What follows belongs to an exercise in optimizing a design on an open flow for small area and a short achievable clock period; a production flow would make more cautious choices.
Function was checked by simulation only, so behaviour that the tests miss may differ from the original.
Power and IR drop assume default switching activity.

[flow/design.v]
`timescale 1ns/1ps
module fadd (
    input  logic        clk,
    input  logic [31:0] a,
    input  logic [31:0] b,
    output logic [31:0] c
);
  function automatic logic [27:0] add28(input logic [27:0] x, input logic [27:0] y, input logic ci);
    logic [27:0] g, p, h;
    integer l, i;
    h = x ^ y;
    g = x & y;
    p = h;
    g[0] = g[0] | (p[0] & ci);
    for (l = 1; l < 28; l = l * 2)
      for (i = 0; i < 28; i = i + 1)
        if ((i / l) % 2 == 1) begin
          g[i] = g[i] | (p[i] & g[(i / l) * l - 1]);
          p[i] = p[i] & p[(i / l) * l - 1];
        end
    add28 = h ^ {g[26:0], ci};
  endfunction
  logic        a_ge_b;
  logic [31:0] x, y;           
  logic [7:0]  ex, ey, d;
  logic [26:0] mx, my, sh;
  logic        kill;
  logic [27:0] sum;
  logic        sub;
  logic        eA255, eB255, mAz, mBz, nanA, nanB, infA, infB;
  logic        eA0, eB0;
  logic [1:0]  spc;            
  logic        sgn;
  always_comb begin
    logic [30:0] g, p;
    integer l, i;
    g = a[30:0] & ~b[30:0];
    p = a[30:0] | ~b[30:0];
    for (l = 1; l < 31; l = l * 2)
      for (i = 0; i < 31; i = i + 1)
        if ((i / l) % 2 == 1) begin
          g[i] = g[i] | (p[i] & g[(i / l) * l - 1]);
          p[i] = p[i] & p[(i / l) * l - 1];
        end
    a_ge_b = g[30] | p[30];
  end
  assign x = a_ge_b ? a : b;
  assign y = a_ge_b ? b : a;
  assign ex = x[30:23];
  assign ey = y[30:23];
  assign d  = ex - ey;
  assign mx = {1'b1, x[22:0], 3'b000};
  assign my = {1'b1, y[22:0], 3'b000};
  always_comb begin
    logic [26:0] t;
    logic        s;
    t = my; s = 1'b0;
    if (d[0]) begin s = s | t[0];        t = {1'b0, t[26:1]};  end
    if (d[1]) begin s = s | (|t[1:0]);   t = {2'b0, t[26:2]};  end
    if (d[2]) begin s = s | (|t[3:0]);   t = {4'b0, t[26:4]};  end
    if (d[3]) begin s = s | (|t[7:0]);   t = {8'b0, t[26:8]};  end
    if (d[4]) begin s = s | (|t[15:0]);  t = {16'b0, t[26:16]}; end
    kill = (d > 8'd26) | (ey == 8'd0);
    sh = kill ? 27'd0 : {t[26:1], t[0] | s};
  end
  assign sub = x[31] ^ y[31];
  assign sum = add28({1'b0, mx}, {1'b0, sh} ^ {28{sub}}, sub);
  assign eA255 = (a[30:23] == 8'hff);
  assign eB255 = (b[30:23] == 8'hff);
  assign mAz = (a[22:0] == 23'd0);
  assign mBz = (b[22:0] == 23'd0);
  assign nanA = eA255 & ~mAz;
  assign nanB = eB255 & ~mBz;
  assign infA = eA255 & mAz;
  assign infB = eB255 & mBz;
  assign eA0 = (a[30:23] == 8'd0);
  assign eB0 = (b[30:23] == 8'd0);
  always_comb begin
    sgn = x[31];
    if (nanA | nanB | (infA & infB & (a[31] ^ b[31]))) spc = 2'd3;
    else if (infA | infB) begin
      spc = 2'd2;
      sgn = infA ? a[31] : b[31];
    end
    else if (eA0 & eB0) spc = 2'd1;
    else spc = 2'd0;
  end
  logic [27:0] r_sum;
  logic [7:0]  r_ex;
  logic        r_sgn;
  logic [1:0]  r_spc;
  always_ff @(posedge clk) begin
    r_sum <= sum;
    r_ex  <= ex;
    r_sgn <= sgn;
    r_spc <= spc;
  end
  logic [26:0] n;
  logic [4:0]  lz;
  logic [7:0]  e;
  logic        zero;
  logic        up;
  logic [23:0] rm;
  logic        ovf;
  logic [7:0]  ef;
  always_comb begin
    logic [26:0] t;
    t = r_sum[26:0];
    lz[4] = (t[26:11] == 16'd0); if (lz[4]) t = {t[10:0], 16'd0};
    lz[3] = (t[26:19] == 8'd0);  if (lz[3]) t = {t[18:0], 8'd0};
    lz[2] = (t[26:23] == 4'd0);  if (lz[2]) t = {t[22:0], 4'd0};
    lz[1] = (t[26:25] == 2'd0);  if (lz[1]) t = {t[24:0], 2'd0};
    lz[0] = ~t[26];              if (lz[0]) t = {t[25:0], 1'b0};
    if (r_sum[27]) begin
      n = {r_sum[27:2], |r_sum[1:0]};
      e = r_ex + 8'd1;
      zero = 1'b0;
    end else begin
      n = t;
      e = r_ex - {3'b0, lz};
      zero = (r_sum[26:0] == 27'd0) | ({1'b0, r_ex} <= {4'b0, lz});
    end
  end
  always_comb begin
    logic [23:0] q;
    integer l, i;
    up = n[2] & (n[3] | n[1] | n[0]);
    q = n[26:3];
    for (l = 1; l < 24; l = l * 2)
      for (i = 0; i < 24; i = i + 1)
        if ((i / l) % 2 == 1) q[i] = q[i] & q[(i / l) * l - 1];
    rm = n[26:3] ^ {q[22:0] & {23{up}}, up};
    ovf = q[23] & up;
    ef = e + {7'd0, ovf};
  end
  always_comb begin
    case (r_spc)
      2'd3: c = 32'h7fffffff;
      2'd2: c = {r_sgn, 31'h7f800000};
      2'd1: c = 32'h0;
      default:
        if (zero) c = 32'h0;
        else if (ef == 8'hff) c = {r_sgn, 8'hff, 23'd0};
        else if (ef == 8'h00) c = {r_sgn, 31'd0};
        else c = {r_sgn, ef, rm[22:0]};
    endcase
  end
endmodule
[flow/flow/run.sh]
#!/bin/bash
set -euo pipefail
bash standard.sh SETUP_SLACK_MARGIN=7 finish > standard.log 2>&1
[flow/standard.sh]
#!/bin/bash
# synth_recipe.tcl (not shown) runs the flow's synth.tcl, then flattens the netlist and writes it again
# the make line also repeats each setting of config.mk as NAME=value (left out here)
make -C /OpenROAD-flow-scripts/flow DESIGN_CONFIG=/design/flow/config.mk WORK_HOME=/design/flow/orfs CLKGATE_MAP_FILE= SYNTH_SCRIPT=/design/flow/synth_recipe.tcl "${@:-finish}"
[flow/config.mk]
export PLATFORM = sky130hd
export DESIGN_NAME = fadd
export DESIGN_NICKNAME = fadd
export VERILOG_FILES = /design/flow/design.v
export SDC_FILE = /design/flow/constraint.sdc
export NUM_CORES = 4
export LEC_CHECK = 0
export CAP_MARGIN = 20
export CORE_MARGIN = 2
export CORE_UTILIZATION = 40
export SLEW_MARGIN = 20
[flow/constraint.sdc]
create_clock -name core_clock -period 18.0 [get_ports {clk}]
set_input_delay 3.6000 -clock core_clock [delete_from_list [all_inputs] [get_ports {clk}]]
set_output_delay 3.6000 -clock core_clock [all_outputs]
set_load 0.01 [all_outputs]
==> summary.md, run 1 <==
| Metric | Value |
|---|---|
| Post-Syn Area | `8650 sq um` |
| Routed WL | `30700 um` |
| Hold slack final | `3800 ps` |
| Largest net degree at the start of global routing | `70` |
| Routability cong. | `0.959` |
| Critical path required time | `14400 ps` |
| Crit path max-delay family | `simple AND/OR/NAND/NOR gates` |
| Synth-to-Final Area Change | `22.8%` |
| Chip width | `151 um` |
| Syn Inst Count | `1239` |
| Sequential cell area fraction in the yosys report | `9.02%` |
| Vias in the first global route | `8839` |
| Die ar. | `22800 sq um` |
| Drt wl/cell | `19.2 um` |
| CTS buffer count | `5` |
| Final Cycle Share | `59.4%` |
| Asr flop ratio synth | `0%` |
| GRT Util Overall | `26.0%` |
| Max Fclk | `0.0935 GHz` |
| Clock transition at the registers of the reported paths | `50 ps` |
| CP arrival | `7090 ps` |
| Primary FF master, synth | `dfxtp_1` |
| Unrepaired setup endpoints after global routing | `false` |
| Yosys top cell area share | `9.02%` |
| Worst path max stage delay | `570 ps` |
| Total number of vias | `9674` |
| Initial antenna violation count | `0` |
| Final #Nets | `1443` |
| Max cap viols | `0` |
| Metal3 WL | `1570 um` |
| Placed instance count | `1556` |
| Non-Filler Instances | `1599` |
| Boundary pin count | `97` |
| Run status | `no timing/DRC/antenna violations` |
| # DRC | `0` |
| PortBufs | `96` |
| Most frequent CP cell | `buf_4` |
| Ant diodes | `0` |
| Top cells by count, synth | `156 x nand2_1, 104 x nor2_1, 101 x o21ai_0, 73 x mux2i_1, 70 x a21oi_1` |
| Hold WC Path Type | `in2reg` |
| DP HPWL | `23600 um` |
| Worst-path cell with the longest stage delay | `clkdlybuf4s50_1` |
| Yosys Warn Count | `1` |
| Hold Violations, Final | `0` |
| Via/cell ratio | `6.05` |
| M1 WL | `13200 um` |
| Type of the worst setup path | `reg2out` |
| Synth area leaders | `dfxtp_1 9.0%, mux2i_1 8.4%, ha_1 7.5%, nand2_1 6.8%, o21ai_0 5.8%` |
| Initial Utilization | `40.9%` |
| Max Slew Vio Count | `0` |
| Initial DRC Count | `834` |
| Met2 wire length | `14800 um` |
| Most common cell in the synthesized netlist | `nand2_1` |
| GR Overflow Total | `0` |
| Post-DRT Antenna Nets | `0` |
| Clk sinks | `39` |
| Min Tclk post-route | `10690 ps` |
| Post-synthesis register bit count | `39` |
| Crit path buffers/inverters | `5` |
| Worst-Margin Slew | `1090 ps` |
| CTS H-tree lvls | `2` |
| CTS tree | `done` |
| Clk buf depth | `2` |
| EDFF count, synth | `0` |
| Pwr/cell area | `147 nW/um^2` |
| Global-route wire length before repair | `47500 um` |
| Max FO, Critical Path | `13` |
| Worst setup EP type | `output pin` |
| Post-synth cell types | `86` |
| TritonRoute pass-1 iters | `5` |
| Area leader, netlist | `dfxtp_1` |
| CTS Root Cell | `clkbuf_16` |
| Peak supply drop | `59.5 uV` |
| Worst slew margin | `26.7%` |
| Sum Neg Setup Slack | `0 ps` |
| Die Y-Extent | `151 um` |
| Row cnt | `53` |
| Syn_nets | `1359` |
| Core Box Area | `21200 sq um` |
| CP startpoint kind | `flop` |
| P_leak | `4.39 nW` |
| Final-report setup violation count | `0` |
| Avg Cell Area, Syn | `6.98 sq um` |
| Highest metal used | `met4` |
| Hold Buf Count CTS | `0` |
| Share of cells above drive strength 1 | `13.8%` |
## registers in the layout, indices dropped and copies added (netlist names)
signal  count
r_sgn       1
r_ex        8
r_spc       2
r_sum      28
## layout by cell type (no fill, tap or decap), drive strengths merged, types with 39 or more instances in the layout
cell type | Yosys | routed
inv | 66 | 64
nand2 | 156 | 157
clkdlybuf4s50 | 0 | 83
xnor2 | 54 | 54
dfxtp | 39 | 39
ha | 52 | 52
a21oi | 71 | 71
o21ai | 108 | 108
nor2 | 106 | 106
mux2i | 73 | 73
buf | 20 | 39
## layout make-up
class	count	area (sq um)
fill	2166	10500
multi-input combinational	1069	7760
timing repair buffer	135	1290
sequential	39	792
tap	275	344
inverter	69	273
clock buffer	5	125
timing repair inverter	4	22.5
clock inverter	3	20.0
## where the power goes
part           internal (W)  switching (W)
Sequential         0.000125      0.0000792
Combinational      0.000577       0.000699
Clock             0.0000509      0.0000330
Total              0.000753       0.000811
## per-stage QoR
| stage | power [W] | util, % | worst slack (ps) | instance area [sq um] |
|---|---|---|---|---|
| global placement | 0.00134 | 46.2 | 6020 | 9770 |
| finish | 0.00156 | 50.2 | 7310 | 10600 |
| detailed placement | 0.00135 | 46.2 | 5960 | 9770 |
| global route | 0.00170 | 50.2 | 6880 | 10600 |
| CTS | 0.00147 | 47.9 | 6990 | 10100 |
| floorplan | 0.000963 | - | 8010 | 8650 |
## tightest hold or removal path, cell delays in order
cell            delay, ps
dlymetal6s2s_1        220
nand2_1                70
o21ai_0               140
## cell families after synthesis
kind of cell	share of synthesized area, %
and+or+nand+nor	25.4
xor gates and xnor gates	8.50
muxes	14.0
buffers and inverters	6.20
DFF	9.02
AOI/OAI and AO/OA	27.8
adders and majority gates	9.02
## worst paths after layout
kind | from | endpoint | slack [ps] | depth (start not counted)
setup / recovery | r_sum[26] | c[18] | 7310 | 28
hold / removal | a[25] | r_ex[2] | 3800 | 3
## what timing repair did
action	4_1_cts	5_1_grt
gates cloned	3	5
pin swaps	6	10
endpoints found under the setup margin	43	40
buffers inserted	12	15
resized for setup	28	104
## layer usage
| layer | vias up | GRT usage, % |
|---|---|---|
| met5 | - | 0 |
| met3 | 82 | 1.69 |
| met1 | 4476 | 33.4 |
| li1 | 4732 | - |
| met2 | 384 | 46.6 |
| met4 | 0 | 7.90 |
==> run 2: changes to the inputs <==
==> flow/flow/run.sh (replaced) <==
#!/bin/bash
set -euo pipefail
bash standard.sh SETUP_SLACK_MARGIN=9 finish > standard.log 2>&1
==> run 2 against run 1 <==
Maximum frequency is 6.7% higher. Sequential power is 8% higher. Die area stayed put. Core utilization is 15 points higher. Critical path depth is 1 lower. Clock power is 38% higher. Cell count is 12% higher. Via count is 15% higher. Final area is 31% higher. Synthesized area stayed put.
==> summary.md, run 2 <==
| Metric | Value |
|---|---|
| Run status | `no timing/DRC/antenna violations` |
| Area leader, netlist | `dfxtp_1` |
| Ant diodes | `0` |
| CP startpoint kind | `flop` |
| Crit path from | `r_sum[12]` |
| Min Tclk post-route | `10020 ps` |
| PortBufs | `96` |
| Unrepaired setup endpoints after global routing | `true` |
| Largest family of logic cells by synthesized area | `compound AO/OA/AOI/OAI gates` |
| Synth-to-Final Area Change | `60.5%` |
| Mux contribution to synthesized area | `14.0%` |
| Max Fclk | `0.0998 GHz` |
| Compound-cell area share of the yosys netlist | `27.8%` |
| Top cells by count, synth | `156 x nand2_1, 104 x nor2_1, 101 x o21ai_0, 73 x mux2i_1, 70 x a21oi_1` |
| Worst-Margin Slew | `1090 ps` |
| CTS H-tree lvls | `2` |
| Sum Neg Setup Slack | `0 ps` |
| Crit path max-delay family | `simple AND/OR/NAND/NOR gates` |
| Post-synth cell types | `86` |
| TritonRoute pass-1 iters | `10` |
| Syn_nets | `1359` |
| Share of cells above drive strength 1 | `38.5%` |
| Clock transition at the registers of the reported paths | `60 ps` |
| Post-Synth XOR/XNOR Area | `8.50%` |
| Simple-gate area share of the yosys netlist | `25.4%` |
| Drt wl/cell | `21.3 um` |
| GR Overflow Total | `0` |
| Core Box Area | `21200 sq um` |
| Multi-input gate area | `9200 sq um` |
| CTS Root Cell | `clkbuf_16` |
| P_leak | `5.72 nW` |
| Max Slew Vio Count | `0` |
| Crit path buffers/inverters | `6` |
| Primary FF master, synth | `dfxtp_1` |
| Vias in the first global route | `10500` |
| Top register by number of flip-flops | `r_sum` |
| Most frequent CP cell | `buf_4` |
| Syn Inst Count | `1239` |
| Final Cycle Share | `55.7%` |
| Initial Utilization | `40.9%` |
| EDFF count, synth | `0` |
| CTS tree | `done` |
| CP arrival | `6420 ps` |
| Most common cell in the synthesized netlist | `nand2_1` |
| Register area | `831 sq um` |
| Post-synthesis adder-cell area fraction | `9.02%` |
| Final-report setup violation count | `0` |
| Largest regs | `r_sum x28, r_ex x8, r_spc x2` |
| Type of the worst setup path | `reg2out` |
| M1 WL | `14800 um` |
| # DRC | `0` |
| Worst-path cell with the longest stage delay | `or4_4` |
| Largest net degree at the start of global routing | `51` |
| GRT Util Overall | `31.7%` |
| Total number of vias | `11100` |
| Die ar. | `22800 sq um` |
| Worst setup EP type | `output pin` |
| Final #Nets | `1631` |
| Routed WL | `38000 um` |
| Post-route setup slack | `7980 ps` |
| Synth area leaders | `dfxtp_1 9.0%, mux2i_1 8.4%, ha_1 7.5%, nand2_1 6.8%, o21ai_0 5.8%` |
| Max cap viols | `0` |
| Row cnt | `53` |
| Initial antenna violation count | `0` |
| Clk buf depth | `2` |
| Highest metal used | `met4` |
| DP HPWL | `24600 um` |
| Post-DRT Antenna Nets | `0` |
| Met2 wire length | `18500 um` |
| Initial DRC Count | `1177` |
| Critical path required time | `14400 ps` |
| Hold Violations, Final | `0` |
| Hold_sp | `b[29]` |
| Asr flop ratio synth | `0%` |
| Global-route wire length before repair | `57200 um` |
| Via/cell ratio | `6.20` |
| Clk sinks | `39` |
| Post-Syn Area | `8650 sq um` |
| Most common cell after layout, fill and taps aside | `buf_4` |
| Metal3 WL | `2780 um` |
| Max FO, Critical Path | `6` |
| CTS buffer count | `5` |
| Hold WC Path Type | `in2reg` |
| Worst path max stage delay | `600 ps` |
| Pre-CTS WS | `5950 ps` |
| Avg Cell Area, Syn | `6.98 sq um` |
| Boundary pin count | `97` |
| Yosys top cell area share | `9.02%` |
| Sequential cell area fraction in the yosys report | `9.02%` |
| Chip width | `151 um` |
| Worst slew margin | `27.0%` |
| Post-synthesis register bit count | `39` |
| Largest register FFs | `28` |
| Peak supply drop | `70.8 uV` |
| Pwr/cell area | `161 nW/um^2` |
| Routability cong. | `0.966` |
| Die Y-Extent | `151 um` |
| Filler cells | `1731` |
| Most frequent cells in the layout | `161 x buf_4, 146 x nand2_1, 89 x nor2_1` |
| Yosys Warn Count | `1` |
[run 2: cell families (layout without fill, tap and decap cells)]
logic type | Yosys count | in the layout
simple gates | 454 | 462
compound gates | 365 | 365
mux | 101 | 101
buf+inv | 134 | 399
fa+ha+maj | 62 | 62
xor+xnor | 84 | 84
flops | 39 | 39
[run 2: final timing paths]
| path | to | slack [ps] | cells after the start |
|---|---|---|---|
| max | c[7] | 7980 | 27 |
| min | r_ex[6] | 3590 | 3 |
[run 2: where the power goes]
group | total [W] | switching (W) | internal, W
clock network | 0.000116 | 0.0000363 | 0.0000795
registers | 0.000221 | 0.0000880 | 0.000133
logic | 0.00190 | 0.000966 | 0.000934
[run 2: layout make-up]
cell class                 count  share of cell area (%)
clock buffer                   6                   0.928
clock inverter                 2                   0.433
inverter                      69                    2.17
multi-input combinational   1074                    66.2
sequential                    39                    5.98
tap                          275                    2.48
timing repair buffer         319                    21.6
timing repair inverter         3                   0.126
[run 2: layer usage]
metal	global-route usage [%]	up-vias
met5	0	-
met2	54.4	556
met1	38.9	5264
met4	14.5	0
met3	4.85	138
li1	-	5125
[run 2: per-stage QoR]
step / total power, W / hold WS [ps] / cell area, sq um / utilization (%) / instances
detailed placement: 0.00151 / 4330 / 10300 / 48.6 / 1554
global placement: 0.00151 / 4330 / 10300 / 48.6 / 1554
floorplan: 0.00112 / 3710 / 9250 / - / 1239
finish: 0.00224 / 3590 / 13900 / 65.6 / 1787
global route: 0.00237 / 3600 / 13900 / 65.6 / 1787
CTS: 0.00194 / 3590 / 12800 / 60.5 / 1733
[run 2: worst min-delay path, stage by stage]
cell and delay [ps]:
buf_6 110, nand2_1 50, o21ai_0 70
[run 2: timing repair]
action / 4_1_cts / 5_1_grt
buffers inserted: 158 / 54
pin swaps: 127 / 97
hold buffers: 0 / 0
gates cloned: 13 / 0
resized for setup: 475 / 142
endpoints found under the setup margin: 60 / 56
endpoints found under the hold margin: 0 / 0
==> run 3: changes to the inputs <==
==> flow/run.sh (new file) <==
#!/bin/bash
# synth_recipe.tcl (not shown) runs the flow's synth.tcl, then flattens the netlist and writes it again
# the make line also repeats each setting of config.mk as NAME=value (left out here)
make -C /OpenROAD-flow-scripts/flow DESIGN_CONFIG=/design/flow/config.mk WORK_HOME=/design/flow/orfs CLKGATE_MAP_FILE= SYNTH_SCRIPT=/design/flow/synth_recipe.tcl finish
removed: flow/flow/run.sh
removed: flow/standard.sh
==> run 3 against run 2 <==
Via count decreased by 16%. Setup slack got worse by 2100 ps. Global-route usage down 6.2 points. Highest routed layer unchanged. Maximum frequency is 17% lower. Synthesized cell count did not move. Sequential power fell by 13%. Still clean. Flip-flop and latch count did not move. Core utilization decreased by 19 points. Critical endpoint is now c[18]. Non-clock buffer count fell by 212. Synthesized area stayed put.
==> summary.md, run 3 <==
| Metric | Value |
|---|---|
| Peak supply drop | `58.6 uV` |
| Sum Neg Setup Slack | `0 ps` |
| P_leak | `4.03 nW` |
| PortBufs | `96` |
| Unrepaired setup endpoints after global routing | `false` |
| Top cells by count, synth | `156 x nand2_1, 104 x nor2_1, 101 x o21ai_0, 73 x mux2i_1, 70 x a21oi_1` |
| Pwr/cell area | `145 nW/um^2` |
| Yosys top cell area share | `9.02%` |
| Hold Violations, Final | `0` |
| Worst setup EP type | `output pin` |
| # DRC | `0` |
| Boundary pin count | `97` |
| WHS Path Cells | `2` |
| Initial DRC Count | `831` |
| Run status | `no timing/DRC/antenna violations` |
| Most frequent CP cell | `o31ai_1` |
| Yosys Warn Count | `1` |
| Routability cong. | `0.959` |
| Worst path max stage delay | `570 ps` |
| Final #Nets | `1408` |
| Ant diodes | `0` |
| GRT met1 Usage | `33.1%` |
| Worst slew margin | `30.3%` |
| M3 GR Usage | `1.54%` |
| Cts repair resizes | `0` |
| Max cap viols | `0` |
| Design area | `9920 sq um` |
| Layer with the highest usage | `met2` |
| Most common cell after layout, fill and taps aside | `nand2_1` |
| Final-report setup violation count | `0` |
| Row cnt | `53` |
| GRT Util Overall | `25.5%` |
| Type of the worst setup path | `reg2out` |
| CTS tree | `done` |
| Worst-Margin Slew | `1040 ps` |
| Hold Buf Count CTS | `0` |
| Initial antenna violation count | `0` |
| Sequential cell area fraction in the yosys report | `9.02%` |
| Max Slew Vio Count | `0` |
| Top register by number of flip-flops | `r_sum` |
| Post-route setup slack | `5910 ps` |
| Area leader, netlist | `dfxtp_1` |
| CP startpoint kind | `flop` |
| Min Tclk post-route | `12090 ps` |
| TritonRoute pass-1 iters | `6` |
| Pre-CTS WS | `5960 ps` |
| Most frequent cells in the layout | `156 x nand2_1, 104 x nor2_1, 101 x o21ai_0` |
| Vias in the first global route | `8725` |
| Drt wl/cell | `18.7 um` |
| Placed instance count | `1556` |
| CP arrival | `8490 ps` |
| Most common cell in the synthesized netlist | `nand2_1` |
| CTS buffer count | `5` |
| Worst-path cell with the longest stage delay | `inv_1` |
| Post-CTS Setup Bufs | `0` |
| Syn Inst Count | `1239` |
| Primary FF master, synth | `dfxtp_1` |
| Hold WC Path Type | `in2reg` |
| Global-route wire length before repair | `46600 um` |
| DP HPWL | `23600 um` |
| Largest regs | `r_sum x28, r_ex x8, r_spc x2` |
| Post-synthesis register bit count | `39` |
| Largest net degree at the start of global routing | `70` |
| Syn_nets | `1359` |
| Total Power | `0.00144 W` |
| Core Box Area | `21200 sq um` |
| Critical path required time | `14400 ps` |
| Clk buf depth | `2` |
| Filler cells | `2222` |
| Clock transition at the registers of the reported paths | `60 ps` |
| Post-synth cell types | `86` |
| Share of cells above drive strength 1 | `6.59%` |
| Final Cycle Share | `67.2%` |
| Die ar. | `22800 sq um` |
| Die Y-Extent | `151 um` |
| Placed cell area | `9770 sq um` |
| EDFF count, synth | `0` |
| Synth area leaders | `dfxtp_1 9.0%, mux2i_1 8.4%, ha_1 7.5%, nand2_1 6.8%, o21ai_0 5.8%` |
| Largest register FFs | `28` |
| GR Util met2 | `45.2%` |
| Post-Syn Area | `8650 sq um` |
| Via/cell ratio | `5.98` |
| Max FO, Critical Path | `22` |
| Clk sinks | `39` |
| Post-DRT Antenna Nets | `0` |
| Asr flop ratio synth | `0%` |
| Avg Cell Area, Syn | `6.98 sq um` |
| CTS H-tree lvls | `2` |
| Total number of vias | `9356` |
| Initial Utilization | `40.9%` |
| Max Fclk | `0.0827 GHz` |
| Chip width | `151 um` |
| Routed WL | `29200 um` |
| CTS Root Cell | `clkbuf_16` |
| Synth-to-Final Area Change | `14.6%` |
| GR Overflow Total | `0` |
| Non-Filler Instances | `1564` |
run 3: per-layer routing:
| metal | wire [um] | vias up |
|---|---|---|
| met5 | 0 | - |
| met4 | 774 | 0 |
| met3 | 1380 | 44 |
| met2 | 14100 | 330 |
| met1 | 13000 | 4324 |
| li1 | - | 4658 |
run 3: path summary, 6_finish.rpt:
| path | end | start | slack (ps) |
|---|---|---|---|
| hold / removal | r_sgn | b[31] | 4040 |
| setup / recovery | c[18] | r_sum[11] | 5910 |
run 3: power by group:
group	internal, W	switching [W]
Clock	0.0000509	0.0000324
Sequential	0.000123	0.0000696
Combinational	0.000525	0.000639
run 3: layout make-up:
class	instances	area [sq um]	area share, %
tap	275	344	3.47
timing repair buffer	107	1040	10.5
multi-input combinational	1066	7350	74.1
clock inverter	3	20.0	0.202
inverter	69	259	2.61
clock buffer	5	125	1.26
sequential	39	781	7.87
run 3: through the flow:
stage | hold WS (ps) | util (%)
final | 4040 | 46.9
after CTS | 4040 | 46.9
after detailed placement | 4330 | 46.2
after floorplan | 3710 | -
after global routing | 4040 | 46.9
after global placement | 4320 | 46.2
run 3: cell families after synthesis:
kind of cell / count (synthesis) / synth area share [%]
AO/OA/AOI/OAI: 365 / 27.8
XOR/XNOR: 84 / 8.50
adder cells (fa/ha/maj): 62 / 9.02
buffers and inverters: 134 / 6.20
flip-flops: 39 / 9.02
multiplexers: 101 / 14.0
AND/OR/NAND/NOR: 454 / 25.4
run 3: critical path, delay by kind of cell, from the launching register on:
kind / cells / cell delay [ps]
xor+xnor: 1 / 280
buf+inv: 2 / 1140
flops: 1 / 440
fa+ha+maj: 1 / 190
compound gates: 8 / 2560
simple gates: 13 / 3580
==> run 4: changes to the inputs <==
--- a/flow/design.v
+++ b/flow/design.v
@@ -22,7 +22,7 @@
   endfunction
   logic        a_ge_b;
   logic [31:0] x, y;           
-  logic [7:0]  ex, ey, d;
+  logic [7:0]  ex, d;
   logic [26:0] mx, my, sh;
   logic        kill;
   logic [27:0] sum;
@@ -47,8 +47,12 @@
   assign x = a_ge_b ? a : b;
   assign y = a_ge_b ? b : a;
   assign ex = x[30:23];
-  assign ey = y[30:23];
-  assign d  = ex - ey;
+  logic [7:0] dab, dba;
+  logic       ey0;
+  assign dab = a[30:23] - b[30:23];
+  assign dba = b[30:23] - a[30:23];
+  assign d   = a_ge_b ? dab : dba;
+  assign ey0 = a_ge_b ? (b[30:23] == 8'd0) : (a[30:23] == 8'd0);
   assign mx = {1'b1, x[22:0], 3'b000};
   assign my = {1'b1, y[22:0], 3'b000};
   always_comb begin
@@ -60,7 +64,7 @@
     if (d[2]) begin s = s | (|t[3:0]);   t = {4'b0, t[26:4]};  end
     if (d[3]) begin s = s | (|t[7:0]);   t = {8'b0, t[26:8]};  end
     if (d[4]) begin s = s | (|t[15:0]);  t = {16'b0, t[26:16]}; end
-    kill = (d > 8'd26) | (ey == 8'd0);
+    kill = (d > 8'd26) | ey0;
     sh = kill ? 27'd0 : {t[26:1], t[0] | s};
   end
   assign sub = x[31] ^ y[31];
@@ -133,6 +137,8 @@
     ovf = q[23] & up;
     ef = e + {7'd0, ovf};
   end
+  logic inf;
+  assign inf = (r_ex == 8'd254) & (r_sum[27] | (r_sum[26] & ovf));
   always_comb begin
     case (r_spc)
       2'd3: c = 32'h7fffffff;
@@ -140,8 +146,7 @@
       2'd1: c = 32'h0;
       default:
         if (zero) c = 32'h0;
-        else if (ef == 8'hff) c = {r_sgn, 8'hff, 23'd0};
-        else if (ef == 8'h00) c = {r_sgn, 31'd0};
+        else if (inf) c = {r_sgn, 8'hff, 23'd0};
         else c = {r_sgn, ef, rm[22:0]};
     endcase
   end
==> flow/flow/run.sh (new file) <==
#!/bin/bash
set -euo pipefail
bash standard.sh "BUFFER_PORTS_ARGS=-buffer_cell sky130_fd_sc_hd__buf_2" finish > standard.log 2>&1
==> flow/standard.sh (new file) <==
#!/bin/bash
# synth_recipe.tcl (not shown) runs the flow's synth.tcl, then flattens the netlist and writes it again
# the make line also repeats each setting of config.mk as NAME=value (left out here)
make -C /OpenROAD-flow-scripts/flow DESIGN_CONFIG=/design/flow/config.mk WORK_HOME=/design/flow/orfs CLKGATE_MAP_FILE= SYNTH_SCRIPT=/design/flow/synth_recipe.tcl "${@:-finish}"
--- a/flow/config.mk
+++ b/flow/config.mk
@@ -5,6 +5,7 @@
 export SDC_FILE = /design/flow/constraint.sdc
 export NUM_CORES = 4
 export LEC_CHECK = 0
+export ABC_AREA = 1
 export CAP_MARGIN = 20
 export CORE_MARGIN = 2
 export CORE_UTILIZATION = 40
removed: flow/run.sh
==> run 4 against run 3 <==
Via count increased by 13%. Routed wire length decreased by 0.70%. Non-clock buffer count decreased by 6. Cell count increased by 30%. Global-route usage decreased by 1.2 points. Sequential share of layout area increased by 0.19 points. Hold slack got worse by 460 ps. Sequential power decreased by 22%. Clock power increased by 19%. Flip-flop and latch count unchanged.
==> summary.md, run 4 <==
| Metric | Value |
|---|---|
| Global-route wire length before repair | `47100 um` |
| Top register by number of flip-flops | `r_sum` |
| Total Power | `0.00154 W` |
| Largest register FFs | `28` |
| Final Cycle Share | `58.8%` |
| Most common cell after layout, fill and taps aside | `nand2_1` |
| Post-route setup slack | `7420 ps` |
| Clock transition at the registers of the reported paths | `60 ps` |
| Share of cells above drive strength 1 | `9.34%` |
| Via/cell ratio | `5.22` |
| Chip width | `154 um` |
| Total number of vias | `10600` |
| Crit path from | `a[29]` |
| TritonRoute pass-1 iters | `7` |
| Most common cell in the synthesized netlist | `nand2_1` |
| Post-DRT Antenna Nets | `0` |
| Max Slew Vio Count | `0` |
| Post-synthesis register bit count | `39` |
| Clk buf depth | `2` |
| # DRC | `0` |
| Unrepaired setup endpoints after global routing | `false` |
| Hold slack final | `3580 ps` |
| Routed WL | `29000 um` |
| Hold Violations, Final | `0` |
| Yosys top cell area share | `25.6%` |
| Final #Nets | `1869` |
| Hold_sp | `a[30]` |
| CTS buffer count | `5` |
| Yosys Warn Count | `1` |
| Hold WC Path Type | `in2reg` |
| Initial Utilization | `40.9%` |
| Clk sinks | `39` |
| Cts repair resizes | `0` |
| Syn_nets | `1831` |
| Post-Syn Area | `8980 sq um` |
| Largest regs | `r_sum x28, r_ex x8, r_spc x2` |
| Synth-to-Final Area Change | `7.81%` |
| EDFF count, synth | `0` |
| Ant diodes | `0` |
| CTS H-tree lvls | `2` |
| Hold Buf Count CTS | `0` |
| Pwr/cell area | `159 nW/um^2` |
| Routability cong. | `0.960` |
| Peak supply drop | `89.5 uV` |
| Max cap viols | `0` |
| Die ar. | `23700 sq um` |
| Max Fclk | `0.0945 GHz` |
| Post-synth cell types | `50` |
| Die Y-Extent | `154 um` |
| CTS Root Cell | `clkbuf_16` |
| DP HPWL | `24400 um` |
| Worst path max stage delay | `630 ps` |
| Boundary pin count | `97` |
| Sum Neg Setup Slack | `0 ps` |
| GR Overflow Total | `0` |
| Post-CTS Setup Bufs | `0` |
| GRT Util Overall | `24.2%` |
| PortBufs | `96` |
| Initial antenna violation count | `0` |
| Most frequent cells in the layout | `612 x nand2_1, 184 x inv_1, 176 x nand3_1` |
| Top cells by count, synth | `613 x nand2_1, 184 x inv_1, 176 x nand3_1, 148 x nor2_1, 130 x o21ai_0` |
| CTS tree | `done` |
| Worst slew margin | `32.9%` |
| Syn Inst Count | `1707` |
| Sequential cell area fraction in the yosys report | `8.69%` |
| Area leader, netlist | `nand2_1` |
| Initial DRC Count | `845` |
| Worst-path cell with the longest stage delay | `buf_4` |
| Drt wl/cell | `14.3 um` |
| Multi-input gate area | `7140 sq um` |
| Vias in the first global route | `9631` |
| Row cnt | `54` |
| CP startpoint kind | `input port` |
| Filler cells | `2551` |
| Critical path required time | `18170 ps` |
| Largest net degree at the start of global routing | `92` |
| Min Tclk post-route | `10580 ps` |
| Max FO, Critical Path | `91` |
| Asr flop ratio synth | `0%` |
| CP arrival | `10750 ps` |
| Type of the worst setup path | `in2reg` |
| Final-report setup violation count | `0` |
| Run status | `no timing/DRC/antenna violations` |
| Worst-Margin Slew | `1000 ps` |
| Avg Cell Area, Syn | `5.26 sq um` |
| P_leak | `5.48 nW` |
| Primary FF master, synth | `dfxtp_1` |
| Synth area leaders | `nand2_1 26%, nand3_1 9.8%, dfxtp_1 8.7%, inv_1 7.7%, ha_1 7.5%` |
| Register area | `781 sq um` |
| Worst setup EP type | `flop` |
| Pre-CTS WS | `7210 ps` |
| Core Box Area | `22000 sq um` |
-- run 4: cell types whose count changed after synthesis, moves of 16 or more --
cell / previous run / this run
nand2_1: 156 / 613
nand3_1: 34 / 176
inv_1: 65 / 184
mux2i_1: 73 / 3
nor2_1: 104 / 148
xnor2_1: 54 / 13
o21ai_0: 101 / 130
a21o_1: 18 / 1
nand2b_1: 17 / 0
nor4_1: 24 / 7
a21oi_1: 70 / 54
xor2_1: 30 / 46
-- run 4: report_power, final --
part	switching (W)	leakage, nW	internal (W)
clock	0.0000340	0.0838	0.0000653
combinational	0.000864	5.07	0.000432
sequential	0.0000272	0.328	0.000122
-- run 4: cell type report --
cell class / instances / share of cell area [%]
sequential: 39 / 8.06
timing repair buffer: 101 / 5.35
multi-input combinational: 1406 / 73.8
tap: 280 / 3.62
clock buffer: 5 / 1.29
inverter: 192 / 7.47
clock inverter: 3 / 0.452
-- run 4: final timing paths --
check	end	slack (ps)	cells past startpoint
setup / recovery	r_sum[26]	7420	38
hold / removal	r_ex[7]	3580	3
-- run 4: metrics by stage --
stage	utilization, %	instances	area, sq um
final	44.1	2026	9680
after global routing	44.1	2026	9680
after CTS	44.1	2026	9680
after detailed placement	43.3	2018	9520
after global placement	43.3	2018	9520
after floorplan	-	1707	8980
-- run 4: cell families after synthesis --
kind of cell,after synthesis,synth area share (%)
AO/OA/AOI/OAI,239,14.4
XOR/XNOR,59,5.75
adder cells (fa/ha/maj),59,8.64
buffers and inverters,262,11.8
flip-flops,39,8.69
multiplexers,3,0.334
AND/OR/NAND/NOR,1046,50.4
-- run 4: routing by layer --
layer	up-vias	track usage, %	part of all wire, %
li1	5560	-	-
met1	4669	29.4	44
met2	290	44.2	48
met3	58	1.66	4.1
met4	0	10.2	4.3
met5	-	0	0
-- run 4: worst max-delay path: cells and delay by family --
kind,cells,cell delay [ps]
buf+inv,9,1710
compound gates,10,2360
simple gates,16,2280
fa+ha+maj,2,600
xor+xnor,1,160
==> run 5: changes to the inputs <==
==> flow/run.sh (new file) <==
#!/bin/bash
# synth_recipe.tcl (not shown) runs the flow's synth.tcl, then flattens the netlist and writes it again
# the make line also repeats each setting of config.mk as NAME=value (left out here)
make -C /OpenROAD-flow-scripts/flow DESIGN_CONFIG=/design/flow/config.mk WORK_HOME=/design/flow/orfs CLKGATE_MAP_FILE= SYNTH_SCRIPT=/design/flow/synth_recipe.tcl finish
removed: flow/flow/run.sh
removed: flow/standard.sh
==> run 5 against run 4 <==
Non-clock buffer count shrank 1. Total power rose by 6.9%. Hold slack better by 410 ps. Largest cell class unchanged.
==> summary.md, run 5 <==
| Metric | Value |
|---|---|
| Asr flop ratio synth | `0%` |
| EDFF count, synth | `0` |
| Hold Buf Count CTS | `0` |
| Max cap viols | `0` |
| Total number of vias | `10700` |
| Top cells by count, synth | `613 x nand2_1, 184 x inv_1, 176 x nand3_1, 148 x nor2_1, 130 x o21ai_0` |
| Routability cong. | `0.942` |
| Post-synthesis register bit count | `39` |
| Multi-input gate area | `7140 sq um` |
| Most common cell after layout, fill and taps aside | `nand2_1` |
| TritonRoute pass-1 iters | `5` |
| Post-CTS Setup Bufs | `0` |
| CP arrival | `11270 ps` |
| Sum Neg Setup Slack | `0 ps` |
| CTS Root Cell | `clkbuf_16` |
| Critical path required time | `18170 ps` |
| Sequential cell area fraction in the yosys report | `8.69%` |
| Worst path max stage delay | `660 ps` |
| Initial Utilization | `40.9%` |
| Worst slew margin | `28.9%` |
| Post-synth cell types | `50` |
| Global-route wire length before repair | `48900 um` |
| P_leak | `5.47 nW` |
| Largest net degree at the start of global routing | `92` |
| Initial DRC Count | `855` |
| DP HPWL | `25000 um` |
| Worst setup EP type | `flop` |
| Die ar. | `23700 sq um` |
| GRT Util Overall | `25.2%` |
| Hold WC Path Type | `in2reg` |
| Core Box Area | `22000 sq um` |
| Syn_nets | `1831` |
| GR Overflow Total | `0` |
| Register area | `781 sq um` |
| Post-DRT Antenna Nets | `0` |
| Worst-path cell with the longest stage delay | `buf_4` |
| Share of cells above drive strength 1 | `3.78%` |
| Synth-to-Final Area Change | `13.1%` |
| Ant diodes | `0` |
| Row cnt | `54` |
| Most frequent cells in the layout | `612 x nand2_1, 184 x inv_1, 176 x nand3_1` |
| Hold Violations, Final | `0` |
| Type of the worst setup path | `in2reg` |
| Avg Cell Area, Syn | `5.26 sq um` |
| Via/cell ratio | `5.27` |
| Synth area leaders | `nand2_1 26%, nand3_1 9.8%, dfxtp_1 8.7%, inv_1 7.7%, ha_1 7.5%` |
| Primary FF master, synth | `dfxtp_1` |
| Routed WL | `29900 um` |
| Final #Nets | `1868` |
| Most common cell in the synthesized netlist | `nand2_1` |
| Max Slew Vio Count | `0` |
| Min Tclk post-route | `11090 ps` |
| Final Cycle Share | `61.6%` |
| Clk sinks | `39` |
| PortBufs | `96` |
| Vias in the first global route | `9886` |
| Top register by number of flip-flops | `r_sum` |
| Peak supply drop | `87.6 uV` |
| Clk buf depth | `2` |
| Drt wl/cell | `14.8 um` |
| Final-report setup violation count | `0` |
| Pwr/cell area | `163 nW/um^2` |
| Yosys top cell area share | `25.6%` |
| Placed cell area | `9990 sq um` |
| Die Y-Extent | `154 um` |
| Design area | `10200 sq um` |
| Run status | `no timing/DRC/antenna violations` |
| CTS buffer count | `5` |
| Chip width | `154 um` |
| Yosys Warn Count | `1` |
| Largest register FFs | `28` |
| Cts repair resizes | `0` |
| Worst-Margin Slew | `1060 ps` |
| CP startpoint kind | `input port` |
| Max Fclk | `0.0902 GHz` |
| Unrepaired setup endpoints after global routing | `false` |
| CTS tree | `done` |
| Area leader, netlist | `nand2_1` |
| CTS H-tree lvls | `2` |
| Initial antenna violation count | `0` |
| Syn Inst Count | `1707` |
| Filler cells | `2452` |
| Largest regs | `r_sum x28, r_ex x8, r_spc x2` |
| Boundary pin count | `97` |
| Post-Syn Area | `8980 sq um` |
| # DRC | `0` |
| Max FO, Critical Path | `91` |
| Clock transition at the registers of the reported paths | `50 ps` |
-- run 5: cell types whose count changed in the layout (fill, tap and decap cells not counted), sizes merged --
cell and change:
clkdlybuf4s50 +96, buf -97
-- run 5: power by group --
| group | leakage (nW) | internal, W | switching (W) |
|---|---|---|---|
| clock network | 0.0838 | 0.0000653 | 0.0000341 |
| registers | 0.328 | 0.000122 | 0.0000265 |
| logic | 5.05 | 0.000531 | 0.000872 |
| total | 5.47 | 0.000718 | 0.000933 |
-- run 5: worst paths after layout --
check / startpoint / to / slack (ps) / depth (start not counted)
worst max-delay path: a[29] / r_sum[27] / 6910 / 38
worst min-delay path: a[27] / r_ex[4] / 3990 / 3
-- run 5: cell families (layout without fill, tap and decap cells) --
kind of cell	after synthesis	count (layout)	share of synthesized area (%)
buffers and inverters	262	300	11.8
muxes	3	3	0.334
adders and majority gates	59	59	8.64
DFF	39	39	8.69
xor gates and xnor gates	59	59	5.75
AOI/OAI and AO/OA	239	239	14.4
and+or+nand+nor	1046	1046	50.4
-- run 5: layer usage --
layer	track usage (%)	up-vias	part of all wire, %
met4	11.7	0	4.5
met5	0	-	0
met1	30.2	4725	43
li1	-	5569	-
met2	46.3	319	49
met3	1.13	65	4.0
-- run 5: worst max-delay path: cells and delay by family --
| family | cells | cell delay (ps) |
|---|---|---|
| buffers and inverters | 9 | 2180 |
| XOR/XNOR | 1 | 160 |
| adder cells (fa/ha/maj) | 2 | 590 |
| AND/OR/NAND/NOR | 16 | 2320 |
| AO/OA/AOI/OAI | 10 | 2390 |
-- run 5: area by class of cell --
cell class	instances	area share [%]
clock inverters	3	0.431
clock buffers	5	1.23
well taps	280	3.45
flip-flops and latches	39	7.69
repair buffers	100	9.76
multi-input cells	1406	70.3
inverters	192	7.12
-- run 5: through the flow --
stage               cells  setup slack, ps  hold slack, ps  power, W  util, %
finish               2025             6910            3990   0.00165     46.3
global route         2025             6070            4040   0.00184     46.3
floorplan            1707             9500            3710   0.00112        -
global placement     2017             6910            4290   0.00154     45.5
detailed placement   2017             6770            4280   0.00154     45.5
CTS                  2025             7030            3990   0.00165     46.3
==> run 6: changes to the inputs <==
==> flow/flow/run.sh (new file) <==
#!/bin/bash
# The standard layout, with the extra ORFS make variables in flow/vars.sh.
set -euo pipefail
source flow/vars.sh
bash standard.sh "${MAKEVARS[@]}" finish > standard.log 2>&1
==> flow/flow/vars.sh (new file) <==
MAKEVARS=("BUFFER_PORTS_ARGS=-buffer_cell sky130_fd_sc_hd__buf_2" "SETUP_SLACK_MARGIN=8")
==> flow/standard.sh (new file) <==
#!/bin/bash
# synth_recipe.tcl (not shown) runs the flow's synth.tcl, then flattens the netlist and writes it again
# the make line also repeats each setting of config.mk as NAME=value (left out here)
make -C /OpenROAD-flow-scripts/flow DESIGN_CONFIG=/design/flow/config.mk WORK_HOME=/design/flow/orfs CLKGATE_MAP_FILE= SYNTH_SCRIPT=/design/flow/synth_recipe.tcl "${@:-finish}"
--- a/flow/config.mk
+++ b/flow/config.mk
@@ -5,8 +5,8 @@
 export SDC_FILE = /design/flow/constraint.sdc
 export NUM_CORES = 4
 export LEC_CHECK = 0
-export ABC_AREA = 1
 export CAP_MARGIN = 20
 export CORE_MARGIN = 2
-export CORE_UTILIZATION = 40
+export CORE_UTILIZATION = 55
+export PLACE_DENSITY = 0.68
 export SLEW_MARGIN = 20
removed: flow/run.sh
==> run 6 against run 5 <==
Synthesized cell count is 30% lower. Via count is 10% lower. Flip-flop and latch count stayed put. Final area is 0.66% lower. Hold slack worse by 400 ps. Non-clock buffer count is 16 higher. Sequential share of layout area is 0.10 points higher. Setup slack better by 1400 ps. Largest power group unchanged.
==> summary.md, run 6 <==
| Metric | Value |
|---|---|
| Run status | `no timing/DRC/antenna violations` |
| Compound-cell area share of the yosys netlist | `27.0%` |
| Yosys top cell area share | `13.9%` |
| Initial Utilization | `56.4%` |
| Post-synth cell types | `101` |
| Clock power share | `6.9%` |
| Initial DRC Count | `864` |
| Die Y-Extent | `132 um` |
| Max Slew Vio Count | `0` |
| Avg Cell Area, Syn | `7.44 sq um` |
| Crit path depth | `28` |
| Final Cycle Share | `53.8%` |
| Syn_nets | `1327` |
| Top cells by count, synth | `124 x mux2i_1, 122 x nand2_1, 79 x nor2_1, 77 x a21oi_1, 77 x o21ai_0` |
| Ant diodes | `0` |
| Clk sinks | `39` |
| Switching portion of total power | `55.3%` |
| Hold Buf Count CTS | `0` |
| Type of the worst setup path | `in2reg` |
| Clock transition at the registers of the reported paths | `60 ps` |
| Post-Syn Area | `8950 sq um` |
| Mux contribution to synthesized area | `18.6%` |
| CTS Root Cell | `clkbuf_16` |
| Sequential cell area fraction in the yosys report | `8.72%` |
| Yosys Warn Count | `1` |
| Clk buf depth | `2` |
| Hold Violations, Final | `0` |
| Routability cong. | `0.998` |
| Global-route wire length before repair | `46400 um` |
| Drt wl/cell | `20.1 um` |
| Worst setup EP type | `flop` |
| Critical path required time | `18140 ps` |
| Post-Synth XOR/XNOR Area | `9.08%` |
| Unrepaired setup endpoints after global routing | `false` |
| Hold WC Path Type | `in2reg` |
| Flop pwr share | `14.6%` |
| CTS tree | `done` |
| Final-report setup violation count | `0` |
| Largest family of logic cells by synthesized area | `compound AO/OA/AOI/OAI gates` |
| Peak supply drop | `112 uV` |
| Worst path max stage delay | `510 ps` |
| TritonRoute pass-1 iters | `5` |
| Asr flop ratio synth | `0%` |
| PortBufs | `96` |
| EDFF count, synth | `0` |
| Final #Nets | `1382` |
| Post-synthesis register bit count | `39` |
| Row cnt | `46` |
| Via/cell ratio | `6.49` |
| GR Overflow Total | `0` |
| Max Fclk | `0.103 GHz` |
| Area leader, netlist | `mux2i_1` |
| Psw | `0.000803 W` |
| Chip width | `132 um` |
| Most common cell in the synthesized netlist | `mux2i_1` |
| CP arrival | `9820 ps` |
| Primary FF master, synth | `dfxtp_1` |
| Initial antenna violation count | `0` |
| Most frequent CP cell | `ha_1` |
| Vias in the first global route | `8856` |
| Post-route setup slack | `8320 ps` |
| WHS Path Cells | `3` |
| Register area | `786 sq um` |
| Min Tclk post-route | `9680 ps` |
| GRT Util Overall | `32.4%` |
| Multi-input gate area | `7940 sq um` |
| Share of cells above drive strength 1 | `18.9%` |
| Crit path buffers/inverters | `3` |
| Crit path max-delay family | `compound AO/OA/AOI/OAI gates` |
| Placed instance count | `1451` |
| Core Box Area | `15900 sq um` |
| Sum Neg Setup Slack | `0 ps` |
| Max cap viols | `0` |
| Worst-path cell with the longest stage delay | `a211oi_4` |
| Largest net degree at the start of global routing | `55` |
| Worst-Margin Slew | `934 ps` |
| Non-Filler Instances | `1475` |
| Largest register FFs | `28` |
| P_leak | `4.39 nW` |
| Max FO, Critical Path | `17` |
| Filler cells | `1518` |
| CP startpoint kind | `input port` |
| Post-synthesis adder-cell area fraction | `9.25%` |
| Largest regs | `r_sum x28, r_ex x8, r_spc x2` |
| # DRC | `0` |
| Most frequent cells in the layout | `122 x mux2i_1, 121 x nand2_1, 96 x buf_2` |
| Syn Inst Count | `1203` |
| DP HPWL | `23100 um` |
| Synth-to-Final Area Change | `12.7%` |
| Post-DRT Antenna Nets | `0` |
| Worst slew margin | `37.6%` |
| Top register by number of flip-flops | `r_sum` |
| Total number of vias | `9580` |
| Pre-CTS WS | `7060 ps` |
| CTS buffer count | `5` |
| Boundary pin count | `97` |
| Synth area leaders | `mux2i_1 14%, dfxtp_1 8.7%, ha_1 7.5%, xnor2_1 5.6%, nand2_1 5.1%` |
| Int Pwr | `0.000650 W` |
| Most common cell after layout, fill and taps aside | `mux2i_1` |
| Pwr/cell area | `144 nW/um^2` |
| Routed WL | `29700 um` |
| Die ar. | `17300 sq um` |
| CTS H-tree lvls | `2` |
| Simple-gate area share of the yosys netlist | `21.3%` |
| Combinational power share | `78.6%` |
## run 6: cell count changes after synthesis, moves of 13 or more
cell,delta
xor2_1,-17
nor4_1,+16
mux2i_1,+121
a21o_1,+27
nor2_1,-69
nand2b_1,+22
nand3_1,-151
and3_1,+13
nand2_1,-491
mux2_2,+28
a21oi_1,+23
inv_1,-124
o21ai_0,-53
xnor2_1,+44
## run 6: logic make-up after synthesis
kind of cell,after synthesis
xor+xnor,89
fa+ha+maj,64
flops,39
simple gates,376
compound gates,346
buf+inv,132
mux,157
## run 6: routing by layer
metal | GRT usage, % | vias to the layer above | share of wire (%)
met3 | 2.97 | 118 | 6.3
met1 | 40.8 | 4407 | 41
met5 | 0 | - | 0
met2 | 54.9 | 475 | 46
li1 | - | 4580 | -
met4 | 17.0 | 0 | 6.0
## run 6: per-stage QoR
| step | instance area, sq um | util, % | total power (W) | hold WS, ps |
|---|---|---|---|---|
| 3_3_place_gp | 9460 | 59.5 | 0.00126 | 3880 |
| 2_1_floorplan | 8950 | - | 0.000961 | 3710 |
| 6_report | 10100 | 63.5 | 0.00145 | 3600 |
| 5_1_grt | 10100 | 63.5 | 0.00155 | 3620 |
| 3_5_place_dp | 9460 | 59.5 | 0.00126 | 3880 |
| 4_1_cts | 9750 | 61.4 | 0.00138 | 3590 |
## run 6: area by class of cell
cell class	count	area share (%)
clock buffer	5	1.24
clock inverter	3	0.434
inverter	62	2.36
multi-input combinational	1034	78.7
sequential	39	7.79
tap	216	2.68
timing repair buffer	116	6.82
## run 6: power groups by stage
| stage | Clock [W] | Sequential [W] | Combinational (W) |
|---|---|---|---|
| 2_1_floorplan | 0 | 0.000152 | 0.000810 |
| 5_1_grt | 0.000106 | 0.000213 | 0.00124 |
| 6_report | 0.000100 | 0.000211 | 0.00114 |
| 3_3_place_gp | 0 | 0.000190 | 0.00107 |
| 4_1_cts | 0.000102 | 0.000191 | 0.00109 |
| 3_5_place_dp | 0 | 0.000192 | 0.00107 |
## run 6: timing repair
item / CTS / global route
cloned: 1 / 2
resized for setup: 16 / 48
pin swaps: 1 / 10
endpoints found under the hold margin: 0 / 0
buffers inserted: 1 / 12
setup endpoints to repair: 47 / 44
## run 6: final timing paths
kind,to,slack [ps],start
setup / recovery,r_sum[27],8320,a[27]
hold / removal,r_ex[6],3600,b[29]

==> re-timing with driven ports <==
In the flow no input, the clock included, has a driving cell. The finished layouts below were timed again as built, in two steps. Step 1: set_driving_cell puts a clkbuf_16 on clk and a buf_2 on each other input, an assumption about the parent block. Step 2 moves the port delays by t, midway between the first and last clock arrival at a register: inputs arrive t later, outputs are due t later. That takes back most of the time a late clock gives input paths. Slacks: no drivers / after step 1 / after step 2; pairs: no drivers / after step 1.
| run | t, ns | slack for setup (ns) | clock arrival spread, ns | worst register clock-pin slew, ns |
|---|---|---|---|---|
| run 1 | 0.318 | 7.307 / 7.270 / 7.120 | 0.005 / 0.005 | 0.06 / 0.06 |
| run 2 | 0.322 | 7.981 / 7.944 / 8.241 | 0.004 / 0.004 | 0.06 / 0.06 |
| run 3 | 0.316 | 5.905 / 5.867 / 5.831 | 0.005 / 0.006 | 0.06 / 0.06 |
| run 4 | 0.315 | 7.423 / 7.436 / 7.121 | 0.007 / 0.007 | 0.06 / 0.06 |
| run 5 | 0.319 | 6.908 / 6.917 / 6.598 | 0.008 / 0.008 | 0.06 / 0.06 |
| run 6 | 0.320 | 8.316 / 8.333 / 8.013 | 0.009 / 0.009 | 0.06 / 0.06 |
After both steps every run listed still meets setup and hold. For run 5, which loses most, drivers alone change the setup slack by +0.009 ns; drivers and shift together by -0.310 ns.
